This is an optimization exercise on Yosys and OpenROAD, whose aim is a short achievable clock period and few clock cycles, not a production implementation. Function was checked by simulation only, so behaviour that the tests miss may differ from the original. Power figures rest on the tool's default switching activity, not on a simulated workload.

[config.mk]
export PLATFORM = sky130hd
export DESIGN_NAME = cpu
export DESIGN_NICKNAME = cpu
export VERILOG_FILES = /design/flow/design.v
export SDC_FILE = /design/flow/constraint.sdc
export NUM_CORES = 4
export LEC_CHECK = 0
export CAP_MARGIN = 20
export CORE_MARGIN = 2
export CORE_UTILIZATION = 40
export SLEW_MARGIN = 20
[constraint.sdc]
create_clock -name core_clock -period 6.0 [get_ports {clock}]
set_input_delay 1.2000 -clock core_clock [delete_from_list [all_inputs] [get_ports {clock}]]
set_output_delay 1.2000 -clock core_clock [all_outputs]
set_load 0.01 [all_outputs]
[design.v]
`timescale 1ns / 10ps
module cpu(clock, reset, imem_addr, imem_rdata, dmem_addr, dmem_we, dmem_wdata, dmem_rdata);
	input clock;
	input reset;
	output[11:0] imem_addr;
	input[15:0] imem_rdata;
	output[10:0] dmem_addr;
	output dmem_we;
	output[15:0] dmem_wdata;
	input[15:0] dmem_rdata;
	wire[17:0] brbus;
	wire[15:0] inst;
	wire[2:0] ex_dest, mem_dest, wb_dest;
	wire[19:0] wbbus;
	wire[55:0] idbus;
	wire[39:0] exbus;
	wire[39:0] membus;
	fetch_module fetch(.clock(clock), .reset(reset), .brbus(brbus), .inst(inst),
		.imem_addr(imem_addr), .imem_rdata(imem_rdata));
	decode_module decode(.clock(clock), .reset(reset), .inst(inst),
		.ex_dest(ex_dest), .mem_dest(mem_dest), .wb_dest(wb_dest),
		.wbbus(wbbus), .brbus(brbus), .idbus(idbus));
	alu_module alu(.clock(clock), .reset(reset),
		.idbus(idbus), .exbus(exbus), .ex_dest(ex_dest));
	mem_module mem(.clock(clock), .reset(reset),
		.exbus(exbus), .membus(membus), .mem_dest(mem_dest),
		.dmem_addr(dmem_addr), .dmem_we(dmem_we), .dmem_wdata(dmem_wdata), .dmem_rdata(dmem_rdata));
	wb_module wb(.clock(clock), .reset(reset),
		.membus(membus), .wbbus(wbbus), .wb_dest(wb_dest));
endmodule
`timescale 1ns / 10ps
module fetch_module(clock, reset, brbus, inst, imem_addr, imem_rdata);
	input clock;
	input reset;
	input[17:0]brbus;
	output[15:0]inst;
	output[11:0]imem_addr;
	input[15:0]imem_rdata;
	reg[15:0] pc;
	wire brbus_valid;
	wire brbus_taken;
	wire[15:0] brbus_offset;
	assign brbus_valid = brbus[17];
	assign brbus_taken = brbus[16];
	assign brbus_offset = brbus[15:0];
	wire [11:0] addr;
	wire [15:0] next_pc;
	assign addr = pc[11:0];
	assign next_pc = pc + (brbus_taken?brbus_offset:16'b10);
	assign imem_addr = addr;
	assign inst = imem_rdata;
	always @(posedge clock) begin
		if (reset) begin
			pc <= 16'b0;
		end else begin 
			if (brbus_valid) begin
				pc <= next_pc;
			end
		end
	end
endmodule
`timescale 1ns / 10ps
module decode_module(clock, reset, inst, ex_dest, mem_dest, wb_dest, wbbus, brbus, idbus);
	input clock;
	input reset;
	input[15:0]inst;
	input[2:0]ex_dest, mem_dest, wb_dest;
	input[19:0]wbbus;
	output[55:0]idbus;
	output[17:0]brbus;
	reg[15:0] ir;
	wire wbbus_valid;
	wire[2:0] wbbus_dest;
	wire[15:0] wbbus_value;
	wire idbus_valid;
	wire[3:0] idbus_op;
	wire[2:0] idbus_dest;
	wire[15:0] idbus_value1;
	wire[15:0] idbus_value2;
	wire[15:0] idbus_stvalue;
	wire brbus_valid;
	wire brbus_taken;
	wire[15:0] brbus_offset;
	assign wbbus_valid = wbbus[19];
	assign wbbus_dest = wbbus[18:16];
	assign wbbus_value = wbbus[15:0];
	wire rout1_ez;
	wire rout1_lz;
	wire rout1_lez;
	wire raw;
	wire use_imm;
	wire is_branch;
	wire is_store;
	wire [3:0] op;
	wire [2:0] cond;
	wire invalid_inst;
	wire invalid_branch;
	wire [2:0] rs1;
	wire [2:0] rs2;
	wire [15:0] rout1;
	wire [15:0] rout2;
	assign raw = rs1!=3'b0 & (wb_dest==rs1 | ex_dest==rs1 | mem_dest==rs1) |
		rs2!=3'b0 & (wb_dest==rs2 | ex_dest==rs2 | mem_dest==rs2) ;
	assign use_imm = ir[15] && (ir[14] || ir[13] || ir[12]) ;
	assign op = raw?4'b0:ir[15:12];
	assign invalid_branch = is_branch & (cond[2] | cond[1] & cond[0]); 
	assign invalid_inst = ir[15:12]==4'b0
		|| (op[3] & op[2] & (op[1:0]!=2'b0))
		|| invalid_branch
		|| (~op[3] & (ir[2:0]!=3'b0))
		|| ((op==4'b1000) & (ir[2:0]!=3'b0));
	assign idbus_valid = (~op[3]&(op[2]|op[1]|op[0]))
		|(op[3]&~op[2]&~op[1])
		|(~op[2]&op[1]&~op[0]);
	assign is_branch = op==4'b1100;
	assign is_store = ir[15:12]==4'b1011;
	assign rs1 = ir[8:6];
	assign rs2 = is_store?ir[11:9]:use_imm?0:ir[5:3];
	regfile regs(.clock(clock), .raddr1(rs1), .rout1(rout1), 
		.raddr2(rs2), .rout2(rout2), 
		.wen(wbbus_valid), .waddr(wbbus_dest), .win(wbbus_value));
	assign idbus_op = op;
	assign idbus_dest = (raw|is_store|is_branch)?3'b0:ir[11:9];
	assign idbus_value1 = rout1;
	assign idbus_value2 = use_imm?{{10{ir[5]}},ir[5:0]}:rout2;
	assign idbus_stvalue = rout2;
	assign rout1_ez = rout1==16'b0;
	assign rout1_lz = rout1[15];
	assign rout1_lez = rout1_ez | rout1_lz;
	assign cond = ir[11:9];
	assign brbus_valid = ~raw & ~invalid_inst;
	assign brbus_taken = is_branch & (cond==3'b0 & rout1_ez |
		cond==3'b1 & ~rout1_lez |
		cond==3'b10 & rout1_lez);
	assign brbus_offset = {{9{ir[5]}},ir[5:0],1'b0};
	always @(posedge clock) begin
		if (reset) begin
			ir <= 16'b0;
		end else begin
			if (!raw) begin
				ir <= inst;
			end
		end
	end
	assign brbus[17] = brbus_valid;
	assign brbus[16] = brbus_taken;
	assign brbus[15:0] = brbus_offset;
	assign idbus[55] = idbus_valid;
	assign idbus[54:51] = idbus_op;
	assign idbus[50:48] = idbus_dest;
	assign idbus[47:32] = idbus_value1;
	assign idbus[31:16] = idbus_value2;
	assign idbus[15:0] = idbus_stvalue;
endmodule
`timescale 1ns / 10ps
module alu_module(clock, reset, idbus, exbus, ex_dest);
	input clock;
	input reset;
	input[55:0]idbus;
	output[39:0]exbus;
	output[2:0]ex_dest;
	wire idbus_valid;
	wire[3:0] idbus_op;
	wire[2:0] idbus_dest;
	wire[15:0] idbus_value1;
	wire[15:0] idbus_value2;
	wire[15:0] idbus_stvalue;
	wire exbus_valid;
	wire[3:0] exbus_op;
	wire[2:0] exbus_dest;
	wire[15:0] exbus_exresult;
	wire[15:0] exbus_stvalue;
	assign idbus_valid = idbus[55];
	assign idbus_op = idbus[54:51];
	assign idbus_dest = idbus[50:48];
	assign idbus_value1 = idbus[47:32];
	assign idbus_value2 = idbus[31:16];
	assign idbus_stvalue = idbus[15:0];
	reg valid;
	reg [3:0] op;
	reg [2:0] dest;
	reg [15:0] value1;
	reg [15:0] value2;
	reg [15:0] stvalue;
	wire [15:0] add_result;
	wire [15:0] sub_result;
	wire [15:0] and_result;
	wire [15:0] or_result;
	wire [15:0] not_result;
	wire [15:0] sl_result;
	wire [15:0] sr_result;
	wire [15:0] sru_result;
	assign exbus_valid = valid;
	assign exbus_op = op;
	assign exbus_dest = dest;
	assign ex_dest = dest;
	assign exbus_exresult = (op==4'b1|op==4'b1001|op[3:1]==3'b101)?add_result:
				(op==4'b10)?sub_result:
				(op==4'b11)?and_result: 
				(op==4'b100)?or_result:
				(op==4'b101)?not_result:
				(op==4'b110)?sl_result:
				(op==4'b0111)?sr_result:
				sru_result; 
	assign exbus_stvalue = stvalue;
	assign add_result = value1+value2;
	assign sub_result = value1+~value2+1;
	assign and_result = value1&value2;
	assign or_result = value1|value2;
	assign not_result = ~value1;
	assign sl_result = value1<<value2;
	assign sr_result = value1>>>value2;
	assign sru_result = value1>>value2;
	always @(posedge clock) begin
		if (reset) begin
			op <= 4'b0;
			dest <= 3'b0;
			value1 <= 16'b0;
			value2 <= 16'b0;
		end else begin
			valid <= idbus_valid;
			op <= idbus_op;
			dest <= idbus_dest;
			value1 <= idbus_value1;
			value2 <= idbus_value2;				
			stvalue <= idbus_stvalue;
		end
	end
	assign exbus[39] = exbus_valid;
	assign exbus[38:35] = exbus_op;
	assign exbus[34:32] = exbus_dest;
	assign exbus[31:16] = exbus_exresult;
	assign exbus[15:0] = exbus_stvalue;
endmodule
`timescale 1ns / 10ps
module mem_module(clock, reset, exbus, membus, mem_dest, dmem_addr, dmem_we, dmem_wdata, dmem_rdata);
	input clock;
	input reset;
	input[39:0]exbus;
	output[39:0]membus;
	output[2:0]mem_dest;
	output[10:0]dmem_addr;
	output dmem_we;
	output[15:0]dmem_wdata;
	input[15:0]dmem_rdata;
	wire exbus_valid;
	wire[3:0] exbus_op;
	wire[2:0] exbus_dest;
	wire[15:0] exbus_exresult;
	wire[15:0] exbus_stvalue;
	wire membus_valid;
	wire[3:0] membus_op;
	wire[2:0] membus_dest;
	wire[15:0] membus_exresult;
	wire[15:0] membus_memresult;
	assign exbus_valid = exbus[39];
	assign exbus_op = exbus[38:35];
	assign exbus_dest = exbus[34:32];
	assign exbus_exresult = exbus[31:16];
	assign exbus_stvalue = exbus[15:0];
	reg valid;
	reg [3:0] op;
	reg [2:0] dest;
	reg [15:0] exresult;
	reg [15:0] stvalue;
	wire [11:0] addr;
	assign dmem_addr = addr[11:1];
	assign dmem_we = op==4'b1011;
	assign dmem_wdata = stvalue;
	assign membus_memresult = dmem_rdata;
	assign addr = {exresult[10:0],1'b0};
	assign membus_valid = valid;
	assign membus_op = op;
	assign membus_dest = dest;
	assign mem_dest = dest;
	assign membus_exresult = exresult;
	always @(posedge clock) begin
		if (reset) begin
			valid <= 1'b0;
			op <= 4'b0;
			dest <= 3'b0;
		end else begin
			valid <= exbus_valid;
			op <= exbus_op;
			dest <= exbus_dest;
			exresult <= exbus_exresult;
			stvalue <= exbus_stvalue;
		end
	end
	assign membus[39] = membus_valid;
	assign membus[38:35] = membus_op;
	assign membus[34:32] = membus_dest;
	assign membus[31:16] = membus_exresult;
	assign membus[15:0] = membus_memresult;
endmodule
`timescale 1ns / 10ps
module wb_module(clock, reset, membus, wbbus, wb_dest);
	input clock;
	input reset;
	input[39:0]membus;
	output[19:0]wbbus;
	output[2:0]wb_dest;
	wire membus_valid;
	wire[3:0] membus_op;
	wire[2:0] membus_dest;
	wire[15:0] membus_exresult;
	wire[15:0] membus_memresult;
	wire wbbus_valid;
	wire[2:0] wbbus_dest;
	wire[15:0] wbbus_value;
	assign membus_valid = membus[39];
	assign membus_op = membus[38:35];
	assign membus_dest = membus[34:32];
	assign membus_exresult = membus[31:16];
	assign membus_memresult = membus[15:0];
	reg valid;
	reg [2:0] dest;
	reg [3:0] op;
	reg [15:0] exresult;
	reg [15:0] memresult;
	wire is_loadstore;
	assign is_loadstore = op[3] & op[1];
	assign wbbus_valid = valid;
	assign wbbus_dest = dest;
	assign wb_dest = dest;
	assign wbbus_value = is_loadstore?memresult:exresult;  
	always @(posedge clock) begin
		if (reset) begin
			dest <= 3'b0;
		end else begin
			valid <= membus_valid;
			dest <= membus_dest;
			op <= membus_op;
			exresult <= membus_exresult;
			memresult <= membus_memresult;
		end
	end
	assign wbbus[19] = wbbus_valid;
	assign wbbus[18:16] = wbbus_dest;
	assign wbbus[15:0] = wbbus_value;
endmodule
`timescale 1ns / 10ps
module regfile(clock, raddr1, rout1, raddr2, rout2, wen, waddr, win);
	input clock;
	input wen;
	input[15:0]win;
	input[2:0]raddr1, raddr2;
	input[2:0]waddr;
	output[15:0]rout1, rout2;
	reg[15:0] regs[7:0];
	assign rout1 = regs[raddr1];
	assign rout2 = regs[raddr2];
	always @(posedge clock)
	begin
		regs[0] <= 16'b0;
		if (wen)
		begin
			if (waddr != 0)regs[waddr] <= win;
		end
	end
endmodule
[run.sh]
#!/bin/bash
# synth_recipe.tcl (not shown) runs the flow's synth.tcl, then flattens the netlist and writes it again
# the make line also repeats each setting of config.mk as NAME=value (left out here)
make -C /OpenROAD-flow-scripts/flow DESIGN_CONFIG=/design/flow/config.mk WORK_HOME=/design/flow/orfs CLKGATE_MAP_FILE= SYNTH_SCRIPT=/design/flow/synth_recipe.tcl finish
==> metrics.md <==
| Metric | Value |
|---|---|
| Startpoint types | flip-flop |
| All-Layer GR Usage | 21.33% |
| CP max FO | 16 |
| Worst IR drop on VDD | 0.0002485 V |
| Post-CTS Setup Bufs | 0 |
| Clock Skew | 0.01409 ns |
| #FFs+latches synth | 292 |
| Initial Util | 40.57% |
| Fillers | 3521 |
| Initial antenna violation count | 1 |
| Largest net degree at the start of global routing | 65 |
| CP Data Arrival Time | 5.83 ns |
| Port bufs | 72 |
| Die height | 202.0 um |
| Grt total ovfl | 0 |
| Ys Warns | 6 |
| Clock Path Buffers | 3 |
| Fin Setup TNS | 0 ns |
| Mapped Area | 15680 sq um |
| Syn-to-layout area delta | 14.29% |
| CTS tree | built |
| CTS Buf Count | 30 |
| Max-slew violations | 0 |
| Total wire length | 43.76 mm |
| N_diodes | 0 |
| Tcrit/Tclk final | 89.77% |
| Crit path buf inv count | 0 |
| # Max-Cap Violations | 0 |
| Width of the die | 202.0 um |
| Worst Hold Class | flip-flop to flip-flop |
| P_leak | 0.006569 uW |
| CP required | 6.44 ns |
| Antenna viol nets, final | 0 |
| Routed len/inst | 21.13 um |
| Routability cong. | 0.9051 |
| Count of boundary I/O pins | 74 |
| Reg area | 7811 sq um |
| Setup Viol. Count Final | 0 |
| Synth Instances | 1493 |
| H-tree depth | 1 |
| Clk Latency, worst-skew pair | 0.56 ns |
| CP Class | flip-flop to flip-flop |
| Number of vias in the routed layout | 11876 |
| RSZ-0062 raised after global routing | no |
| Full die area | 40800 sq um |
| Vias per Instance | 5.734 |
| Hold Vio Cnt, Final | 0 |
| Clk sinks | 292 |
| Core Box Area | 38650 sq um |
| PostCTS Resize Cnt | 0 |
| Max-slew headroom | 31.23% |
| CTS Hold Buffers Added | 0 |
| Status | timing/DRC/antenna clean |
| Core Util, Final | 46.37% |
| Sequential area share after synthesis | 49.79% |
| Initial DRC Count | 1199 |
| Row cnt | 72 |
| Synth cell types | 76 |
| Hold slack final | 0.4152 ns |
| Worst Tran Pin Value | 1.029 ns |
| Post-synth top area cell | edfxtp_1 |
| Crit. End Element | flip-flop |
| Worst-path cell chain | nand2b_1 -> o22ai_1 -> a21oi_1 -> nand4_1 -> o41a_1 -> o22a_1 -> nor4b_4 -> nand2_1 -> fa_1 -> nor2b_1 -> o21ai_0 -> a21boi_0 -> o21ai_0 -> a21oi_1 -> o211ai_1 -> and3b_1 -> mux2i_1 -> mux2_1 |
| Number of synthesized flops with an enable pin | 196 |
| Worst path slowest cell | nand2b_1 |
| Reg clk slew, reported paths | 0.06 ns |
| Vias in the first global route | 11556 |
| Area of the multi-input gates | 7189 sq um |
| DRC Markers | 0 |
| Dpl hpwl | 30.38 mm |
| Synth top area share | 37.54% |
| Global-route wire length before repair | 67.68 mm |
| Share of cells above drive strength 1 | 9.788% |
| Crit-path leading delay family | compound AO/OA/AOI/OAI gates |
| Post-synth ARST share | 0% |
| CP peak stage delay | 0.65 ns |
| Top cells by area, synth | edfxtp_1 (38%), dfxtp_1 (12%), mux2i_1 (4.7%) |
| Post-synth top flop | edfxtp_1 |
| Syn avg cell area | 10.50 sq um |
| FMAX | 185.7 MHz |
| Min Tclk post-route | 5.386 ns |
| Pwr/cell area | 472.5 nW/um^2 |
| Pre-antenna DRT Iters | 5 |
| Root buffer cell | clkbuf_16 |
| Nets | 1623 |
area by class of cell:
type	count	share of cell area, %
inverter	68	1.438
clock inverter	12	0.6703
tap	518	3.617
sequential	292	43.59
clock buffer	44	5.167
multi-input combinational	1033	40.12
timing repair buffer	104	5.404
registers in the layout (all words and copies together), names as in the netlist, 11 cells and up, named ones only:
name,cells
decode.ir,16
mem.stvalue,16
decode.regs.regs,128
alu.value2,16
mem.exresult,16
wb.exresult,16
fetch.pc,11
alu.value1,16
wb.memresult,16
alu.stvalue,16
final timing paths:
| path | start | end | slack [ns] | cells past startpoint |
|---|---|---|---|---|
| worst max-delay path | flip-flop | fetch.pc[11]$_SDFFE_PP0P_ | 0.61 | 18 |
| worst min-delay path | mem.exresult[11]$_DFFE_PN_ | wb.exresult[11]$_DFFE_PN_ | 0.42 | 0 |
| worst max register to register | flip-flop | fetch.pc[11]$_SDFFE_PP0P_ | 0.61 | 18 |
| worst min register to register | mem.exresult[11]$_DFFE_PN_ | wb.exresult[11]$_DFFE_PN_ | 0.42 | 0 |
synthesized netlist by cell type, types with 26 or more instances:
library cell	instances
a211oi_1	40
inv_1	67
and2_1	34
o21ai_0	52
dfxtp_1	96
edfxtp_1	196
nor2_1	122
a21oi_1	130
ha_1	57
mux2i_1	73
o22ai_1	29
nand2_1	148
a31oi_1	26
mux4_2	31
clkbuf_1	77
stage by stage:
step | area [sq um] | total power, uW | setup slack (ns) | std cells
after floorplan | 15740 | 5410 | 1.465 | 1509
after global placement | 16870 | 6476 | 0.7849 | 2015
after detailed placement | 16870 | 6519 | 0.6825 | 2015
after CTS | 17920 | 8455 | 0.6598 | 2071
after global routing | 17920 | 8963 | 0.3188 | 2071
final | 17920 | 8468 | 0.6137 | 2071
routing by layer:
metal,vias up,part of all wire (%),global-route usage (%)
met2,448,46,33.58
li1,5547,-,-
met4,2,4.4,9.322
met5,-,0.030,0
met1,5793,43,28.92
met3,86,6.4,3.773
logic make-up (layout without fill, tap and decap cells):
kind of cell / Yosys count / count (layout) / synth area share, %
other: 1 / 17 / 0.02392
buffers and inverters: 184 / 228 / 4.995
DFF: 292 / 292 / 49.79
muxes: 123 / 123 / 10.48
AOI/OAI and AO/OA: 385 / 385 / 15.83
xor gates and xnor gates: 25 / 25 / 1.396
and+or+nand+nor: 423 / 423 / 12.55
adders and majority gates: 60 / 60 / 4.931
where the power goes:
group	leakage, uW	total [uW]	internal, uW	switching, uW
clock network	0.000513	1920	1150	761
logic	0.00342	3530	1380	2150
registers	0.00264	3020	2630	399
total	0.00657	8470	5160	3310
cells in the final DEF (no fill, tap or decap), types with 12 or more instances in the layout:
master and count:
a311oi_1 14, mux4_2 31, edfxtp_1 196, a31oi_1 26
clkdlybuf4s50_1 71, nand3_1 22, o22ai_1 29, and2_1 34
a211oi_1 40, a21oi_1 130, inv_1 66, conb_1 17
nand2b_1 12, nor3_1 23, nand2_1 148, buf_4 31
clkbuf_16 32, nor2b_1 22, mux2_2 18, dfxtp_1 93
mux2i_1 73, a21o_1 12, xnor2_1 21, o21ai_0 52
nor2_1 122, ha_1 57
Testbench counts, summed over its fixed seeds: cycles 97,032.

[static timing again, ports no longer ideal]
Ports are ideal in the flow. The routed layout listed here was re-timed in OpenROAD.
Step 1: set_driving_cell puts a clkbuf_16 on clock and a buf_2 on each other input, an assumption about the parent block.
Step 2 moves the port delays by t, midway between the first and last clock arrival at a register: inputs arrive t later, outputs are due t later. That takes back most of the time a late clock gives input paths.
Three values: no drivers, after step 1, after step 2; two values: the first two.
shift t [ns]: 0.605
setup slack, ns: 0.614 / 0.614 / 0.614
latest minus earliest clock arrival (ns): 0.015 / 0.015
slew at the worst register clock pin (ns): 0.06 / 0.06
pins driven straight from the clock port: 1
After both steps this run still meets setup and hold. For this run, drivers alone change the setup slack by 0.000 ns; drivers and shift together by 0.000 ns.
